This design comes from an exercise in tuning for small area and a short achievable clock period on the open sky130 flow, not from production work.
The RTL was checked by simulation tests, not by an equivalence proof against the original design.

==> build 68: inputs <==
==> flow/design.v (excerpt) <==
module mac_acc_sigmoid(
  input clk2,
  input rst2,
  input [127:0] pixelsIn,
  input [127:0] weightsIn,
  input [7:0] b,
  output [7:0] dout);
  reg [1:0] ph;        
  reg f;               
  reg [7:0] dreg;      
  wire ph0 = (ph == 2'd0);
  wire [21:0] sum;     
  always @(posedge clk2) begin
    ph <= rst2 ? 2'd0 : ph + 2'd1;
    f <= (ph == 2'd3);
  end
  reg acc0_0;
  reg acc1_0;
  reg acc2_0;
  reg acc0_1;
  reg acc1_1;
  reg acc2_1;
  reg acc0_2;
  reg acc1_2;
  reg acc2_2;
  reg acc0_3;
  reg acc1_3;
  reg acc2_3;
  reg acc0_4;
  reg acc1_4;
  reg acc2_4;
  reg acc0_5;
  reg acc1_5;
  reg acc2_5;
  reg acc0_6;
  reg acc1_6;
  reg acc2_6;
  reg acc0_7;
  reg acc1_7;
  reg acc2_7;
  reg acc0_8;
  reg acc1_8;
  reg acc2_8;
  reg acc0_9;
  reg acc1_9;
  reg acc2_9;
  reg acc0_10;
  reg acc1_10;
  reg acc2_10;
  reg acc0_11;
  reg acc1_11;
  reg acc2_11;
  reg acc0_12;
  reg acc1_12;
  reg acc2_12;
  reg acc0_13;
  reg acc1_13;
  reg acc2_13;
  reg acc0_14;
  reg acc1_14;
  reg acc2_14;
  reg acc0_15;
  reg acc1_15;
  reg acc2_15;
  reg acc0_16;
  reg acc1_16;
  reg acc2_16;
  reg acc0_17;
  reg acc1_17;
  reg acc2_17;
  reg acc0_18;
  reg acc1_18;
  reg acc2_18;
  reg acc0_19;
  reg acc1_19;
  reg acc2_19;
  reg acc0_20;
  reg acc1_20;
  reg acc2_20;
  reg acc0_21;
  reg acc1_21;
  reg acc2_21;
  wire pp1 = ~(pixelsIn[0] & weightsIn[0]);
  wire pp2 = ~(pixelsIn[0] & weightsIn[1]);
  wire pp3 = ~(pixelsIn[0] & weightsIn[2]);
  wire pp4 = ~(pixelsIn[0] & weightsIn[3]);
  wire pp5 = ~(pixelsIn[0] & weightsIn[4]);
  wire pp6 = ~(pixelsIn[0] & weightsIn[5]);
  wire pp7 = ~(pixelsIn[0] & weightsIn[6]);
  wire pp8 = ~(pixelsIn[0] & weightsIn[7]);
  wire pp9 = ~(pixelsIn[1] & weightsIn[0]);
  wire pp10 = ~(pixelsIn[1] & weightsIn[1]);
  wire pp11 = ~(pixelsIn[1] & weightsIn[2]);
  wire pp12 = ~(pixelsIn[1] & weightsIn[3]);
  ...
==> flow/config.mk <==
export PLATFORM = sky130hd
export DESIGN_NAME = mac_acc_sigmoid
export DESIGN_NICKNAME = mac_acc_sigmoid
export VERILOG_FILES = /design/flow/design.v
export SDC_FILE = /design/flow/constraint.sdc
export NUM_CORES = 4
export LEC_CHECK = 0
export ABC_AREA = 1
export CAP_MARGIN = 20
export CORE_MARGIN = 2
export CORE_UTILIZATION = 40
export GPL_ROUTABILITY_DRIVEN = 0
export SETUP_SLACK_MARGIN = 4.45
export SLEW_MARGIN = 20
export SYNTH_HIERARCHICAL = 1
==> flow/constraint.sdc <==
create_clock -name core_clock -period 11.5 [get_ports {clk2}]
set_input_delay 2.3000 -clock core_clock [delete_from_list [all_inputs] [get_ports {clk2}]]
set_output_delay 2.3000 -clock core_clock [all_outputs]
set_load 0.01 [all_outputs]
run.sh (not shown) runs the stock make flow with config.mk's settings and CLKGATE_MAP_FILE= SYNTH_SCRIPT=/design/flow/synth_recipe.tcl, a recipe that flattens the netlist after the stock synthesis.
==> inputs of trial 46, as changes to build 68 <==
--- a/flow/config.mk
+++ b/flow/config.mk
@@ -9,5 +9,5 @@
 export CAP_MARGIN = 20
 export CORE_MARGIN = 2
-export CORE_UTILIZATION = 40
+export CORE_UTILIZATION = 47
 export GPL_ROUTABILITY_DRIVEN = 0
 export SETUP_SLACK_MARGIN = 4.45
==> inputs of build 71, as changes to build 68 <==
--- a/flow/config.mk
+++ b/flow/config.mk
@@ -9,7 +9,7 @@
 export CAP_MARGIN = 20
 export CORE_MARGIN = 2
-export CORE_UTILIZATION = 40
+export CORE_UTILIZATION = 52
 export GPL_ROUTABILITY_DRIVEN = 0
-export SETUP_SLACK_MARGIN = 4.45
+export SETUP_SLACK_MARGIN = 4.3
 export SLEW_MARGIN = 20
 export SYNTH_HIERARCHICAL = 1
==> notes <==
Hold slack, highest first: build 71, build 68, trial 46. In synthesized cell count, trial 46 and build 71 do not differ. The highest global-route usage belongs to build 71, the lowest to build 68. In build 68 the cell count is larger than in build 71, by about 6%. Sequential cell count is the same in build 71 and build 68. Build 68 finished with timing, DRC and antenna clean. Build 71 finished clean. Trial 46 finished clean. Clock skew: build 68 > trial 46 > build 71. Non-clock buffer count: build 71 < trial 46 < build 68. Die area, highest first: build 68, trial 46, build 71. Fmax, lowest first: build 71, trial 46, build 68.

* * *

==> run a <==
Another version of the RTL of mac_acc_sigmoid (not shown whole).
make LEC_CHECK=0 ABC_AREA=1 CAP_MARGIN=20 CORE_MARGIN=2 CORE_UTILIZATION=40 SETUP_SLACK_MARGIN=4.3 SLEW_MARGIN=20 SYNTH_HIERARCHICAL=1 finish   # period 11.5 ns
==> run b (differences from run a) <==
SETUP_SLACK_MARGIN = 4.45   (was 4.3)
==> run c (differences from run a) <==
SETUP_SLACK_MARGIN = 4.45   (was 4.3)
TNS_END_PERCENT = 10   (was unset)
==> comparison table <==
quantity	run c	run a	run b
Buffering overhead	0.0752	0.0684	0.0783
Initial antenna violation count	14	19	9
Period Utilization, post-route	0.631	0.622	0.614
Bufs w/o clock	326	314	326
Vias in the first global route	27100	27300	27500
Dpl hpwl	121 mm	123 mm	122 mm
Clock distribution area overhead in the final layout	0.00825	0.00827	0.00916
Post-detailed-placement cell area	34400 um^2	34400 um^2	34400 um^2
1st-pass router iterations	8	6	7
Met2 wire len	60.7 mm	60.0 mm	62.2 mm
Layout clock buffers	9	9	10
Core utilization of the finished layout	0.452	0.449	0.457
Antenna diode count	14	19	8
Flop-to-flop setup slack	4.86 ns	4.63 ns	4.78 ns
Number of fill cells in the layout	7668	7623	7695
Inst Count DP	4420	4418	4420
Crit path largest cell delay	0.62 ns	0.61 ns	0.56 ns
Data required time of the critical path	11.76 ns	11.76 ns	11.78 ns
Path length in cells of the critical path	11	12	12
Iteration-0 DRC count of the detailed router	3350	3323	3030
Result of the run	finished clean	finished clean	finished clean
Number of multi-input combinational cells	2665	2664	2665

==> separate check: timing with driven ports <==
The results above use ideal ports. As a check the final layouts listed here were re-extracted and re-timed, cells and wires unchanged. Step 1: set_driving_cell puts a clkbuf_16 on clk2 and a buf_2 on each other input, an assumption about the parent block. Step 2 moves the port delays by t, midway between the first and last clock arrival at a register: inputs arrive t later, outputs are due t later. That takes back most of the time a late clock gives input paths. Three values: ideal ports, drivers, drivers and shift; two values: the first two.
run	t, ns	slack for setup (ns)	latest minus earliest clock arrival (ns)
build 68	0.432	4.398 / 4.372 / 3.940	0.020 / 0.020
trial 46	0.439	4.349 / 4.367 / 3.928	0.018 / 0.018
build 71	0.434	4.300 / 4.321 / 3.887	0.016 / 0.016
run a	0.433	4.347 / 4.320 / 3.887	0.019 / 0.018
run b	0.451	4.442 / 4.442 / 3.992	0.021 / 0.021
run c	0.432	4.247 / 4.255 / 3.823	0.022 / 0.022
After both steps setup and hold are still met in every run listed. The setup slack of run a, which loses most, moves by -0.027 ns with the drivers and by -0.460 ns with both steps.
